This is an optimization exercise on Yosys and OpenROAD, whose aim is small area and a short achievable clock period, not a production implementation.
RTL that was checked went through simulation tests only; none was proved equivalent to the original.

==> module float_recip, before the edit <==
module float_recip(clk,rst,i_cip,i_sj,i_vstart,i_vector_length,i_v0,i_v1,i_v2,i_v3,i_v4,i_v5,i_v6,i_v7,o_result, o_busy);
input  wire clk;         
input  wire rst;
input  wire [15:0] i_cip;     
input  wire i_vstart;
input  wire [6:0] i_vector_length;
input wire [63:0] i_v0;
input wire [63:0] i_v1;
input wire [63:0] i_v2;
input wire [63:0] i_v3;
input wire [63:0] i_v4;
input wire [63:0] i_v5;
input wire [63:0] i_v6;
input wire [63:0] i_v7;
input  wire [63:0] i_sj;
output reg [63:0] o_result;
output wire       o_busy;
reg  [7:0] reservation_time;
reg        busy;         
reg  [7:0] vsel;         
always @(posedge clk)
   if (rst)
      reservation_time <= 8'd0;
   else if (i_vstart)
      reservation_time <= {1'b0, i_vector_length} + 8'd4;    
   else if (reservation_time != 8'd0)
      reservation_time <= reservation_time - 8'd1;
wire busy_next = ~rst & (i_vstart | (reservation_time[7:1] != 7'd0));
always @(posedge clk)
begin
   busy <= busy_next;
   if (i_vstart)
      vsel <= busy_next ? (8'd1 << i_cip[5:3]) : 8'd0;
   else
      vsel <= busy_next ? vsel : 8'd0;
end
assign o_busy = busy;
wire [31:0] src = ({32{~busy}}   & i_sj[63:32]) |
                  ({32{vsel[0]}} & i_v0[63:32]) |
                  ({32{vsel[1]}} & i_v1[63:32]) |
                  ({32{vsel[2]}} & i_v2[63:32]) |
                  ({32{vsel[3]}} & i_v3[63:32]) |
                  ({32{vsel[4]}} & i_v4[63:32]) |
                  ({32{vsel[5]}} & i_v5[63:32]) |
                  ({32{vsel[6]}} & i_v6[63:32]) |
                  ({32{vsel[7]}} & i_v7[63:32]);
reg        s0;
reg [14:0] e0;
reg [15:0] d0;
always @(posedge clk)
begin
   s0 <= src[31];
   e0 <= src[30:16];
   d0 <= src[15:0];
end
reg        s1;
reg [14:0] e1;
reg        h1;
always @(posedge clk)
begin
   s1 <= s0;
   e1 <= e0;
   h1 <= (d0[15:8] == 8'h80);
end
wire [14:0] ek1 = h1 ? (e1[14] ? 15'd3 : 15'h7fff) : (e1[14] ? 15'd2 : 15'd0);
wire [8:0]  elo1 = {1'b0, ~e1[7:0]} + {1'b0, ek1[7:0]};
reg        s2;
reg [7:0]  elo2;
reg        ec2;          
reg [6:0]  ehi2;         
reg        em2;          
always @(posedge clk)
begin
   s2   <= s1;
   elo2 <= elo1[7:0];
   ec2  <= elo1[8];
   ehi2 <= ~e1[14:8];
   em2  <= ek1[14];
end
wire [6:0] ehi = ehi2 + {7{em2}} + {6'd0, ec2};
reg [15:0] se3, se4, se5, se6, se7, se8, se9, se10, se11, se12;    
reg [15:0] d1, d2, d3, d4, d5, d6;
reg [7:0]  d7lo;
reg [15:0] d8;
always @(posedge clk)
begin
   se3  <= {s2, ehi, elo2};
   se4  <= se3;
   se5  <= se4;
   se6  <= se5;
   se7  <= se6;
   se8  <= se7;
   se9  <= se8;
   se10 <= se9;
   se11 <= se10;
   se12 <= se11;
   d1 <= d0;
   d2 <= d1;
   d3 <= d2;
   d4 <= d3;
   d5 <= d4;
   d6 <= d5;
   d7lo <= d6[7:0];
end
reg [15:0] dh7;          
reg [15:0] dl7;          
always @(posedge clk)
begin
   dh7 <= 16'd1 << d6[15:12];
   dl7 <= 16'd1 << d6[11:8];
end
wire [3:0] dh7_bin = {|dh7[15:8], |{dh7[15:12], dh7[7:4]}, |{dh7[15:14], dh7[11:10], dh7[7:6], dh7[3:2]},
                      |{dh7[15], dh7[13], dh7[11], dh7[9], dh7[7], dh7[5], dh7[3], dh7[1]}};
wire [3:0] dl7_bin = {|dl7[15:8], |{dl7[15:12], dl7[7:4]}, |{dl7[15:14], dl7[11:10], dl7[7:6], dl7[3:2]},
                      |{dl7[15], dl7[13], dl7[11], dl7[9], dl7[7], dl7[5], dl7[3], dl7[1]}};
wire [14:0] x2_tab;
recip_x2_lut lut(.h(dh7), .l(dl7), .y(x2_tab));
wire [7:0]  x2_neg, x2_one, x2_two;
booth_enc enc(.yl(x2_tab), .neg(x2_neg), .one(x2_one), .two(x2_two));
reg [6:0]  sg8, neg9, neg10;
reg [7:0]  one8, one9, one10;
reg [7:0]  two8, two9, two10;
reg        half8, half9, half10, half11, half12;
always @(posedge clk)
begin
   d8    <= {dh7_bin, dl7_bin, d7lo};
   sg8   <= ~x2_neg[6:0];
   one8  <= x2_one;
   two8  <= x2_two;
   neg9  <= ~sg8;
   one9  <= one8;
   two9  <= two8;
   neg10 <= neg9;
   one10 <= one9;
   two10 <= two9;
   half8  <= dh7[8] & dl7[0];
   half9  <= half8;
   half10 <= half9;
   half11 <= half10;
   half12 <= half11;
end
wire [32:0] b3_a, b3_b;
mul_a ma(.sg({1'b0, sg8}), .one(one8), .two(two8), .m(d8), .ra(b3_a), .rb(b3_b));
reg  [32:0] b3a_9, b3b_9;
always @(posedge clk)
begin
   b3a_9 <= b3_a;
   b3b_9 <= b3_b;
end
wire [32:0] b3_sum;
cpa33 add_b3(.a(b3a_9), .b(b3b_9), .s(b3_sum));
reg  [32:0] b3_10;
always @(posedge clk)
   b3_10 <= b3_sum;
wire [48:0] p_a, p_b;
mul_c mc(.neg({1'b1, neg10}), .one(one10), .two(two10), .m(b3_10[31:0]), .ra(p_a), .rb(p_b));
reg  [48:0] pa_11, pb_11;
reg  [1:0]  s11, s12;
always @(posedge clk)
begin
   pa_11 <= p_a;
   pb_11 <= p_b;
   s11   <= b3_10[32] ? 2'd0 : b3_10[31] ? 2'd1 : 2'd2;
   s12   <= s11;
end
wire [48:0] p_sum;
cpa49 add_p(.a(pa_11), .b(pb_11), .s(p_sum));
reg  [48:0] p_12;
always @(posedge clk)
   p_12 <= p_sum;
wire [48:0] c3 = p_12 << s12;
wire [47:0] x3 = (s12 == 2'd0) ? {1'b1, 47'b0} :
                 c3[48] ? c3[48:1] : c3[47] ? c3[47:0] : {c3[46:0], 1'b0};
always @(posedge clk)
   o_result <= half12 ? {se12, 1'b1, 47'b0} : {se12, x3};
endmodule
clock: 10.0 ns
lec_check: 0
cap_margin: 20
core_margin: 2
core_utilization: 40
cts_cluster_diameter: 120
cts_cluster_size: 24
place_density: 0.6
slew_margin: 20
synth_hierarchical: 1
synth_minimum_keep_size: 0
standard.sh (not shown) runs the stock make flow with config.mk's settings and CLKGATE_MAP_FILE= SYNTH_SCRIPT=/design/flow/synth_recipe.tcl, a recipe that flattens the netlist after the stock synthesis.
==> flow/flow/run.sh <==
#!/bin/bash
set -euo pipefail
bash standard.sh SETUP_SLACK_MARGIN=6.85 "BUFFER_PORTS_ARGS=-buffer_cell sky130_fd_sc_hd__buf_2" finish > standard_flow.log 2>&1
Then changed:
--- a/flow/design.v
+++ b/flow/design.v
@@ -38,5 +38,5 @@
 reg  [7:0] reservation_time;
 reg        busy;         
-reg  [7:0] vsel;         
+reg  [2:0] cur_j;        
 always @(posedge clk)
    if (rst)
@@ -46,13 +46,10 @@
    else if (reservation_time != 8'd0)
       reservation_time <= reservation_time - 8'd1;
-wire busy_next = ~rst & (i_vstart | (reservation_time[7:1] != 7'd0));
 always @(posedge clk)
-begin
-   busy <= busy_next;
+   busy <= ~rst & (i_vstart | (reservation_time[7:1] != 7'd0));
+always @(posedge clk)
    if (i_vstart)
-      vsel <= busy_next ? (8'd1 << i_cip[5:3]) : 8'd0;
-   else
-      vsel <= busy_next ? vsel : 8'd0;
-end
+      cur_j <= i_cip[5:3];
+wire [7:0] vsel = busy ? (8'd1 << cur_j) : 8'd0;
 assign o_busy = busy;
 wire [31:0] src = ({32{~busy}}   & i_sj[63:32]) |
Result:
- utilization is lower by 0.15 points
- via count is higher by 0.97%
- routed wire length is higher by 3.9%
- cell area barely changes
- synthesized area hardly moves
- hold slack loses 0.021 ns
- sequential share of layout area is lower by 0.26 points
No functional check of the RTL was part of the first run of this note.

-- afterwards: timing with drivers on the ports --
How much do the figures lean on ideal ports? The routed layouts below were timed once more, with nothing changed but the port constraints. Step 1 assumes that a clkbuf_16 drives the clock port and a buf_2 every other input. Step 2 adds t to the input delays and takes it off the output delays; t is the mean of the earliest and latest rising clock arrival at the registers after step 1. Input paths then give back, and output paths get back, about the clock's delay inside the block. Three values: ideal ports, drivers, drivers and shift; two values: the first two.
| run | t (ns) | slack for setup (ns) | hold slack, ns | worst setup path after step 2 | pins driven straight from the clock port |
|---|---|---|---|---|---|
| the first run | 0.714 | 6.892 / 6.827 / 6.828 | 0.316 / 0.316 / 0.316 | input to register | 1 |
| the second run | 0.704 | 6.727 / 6.657 / 6.570 | 0.296 / 0.296 / 0.296 | input to register | 1 |
After both steps every run listed still meets setup and hold. The setup slack of the second run, which loses most, moves by -0.070 ns with the drivers and by -0.157 ns with both steps.
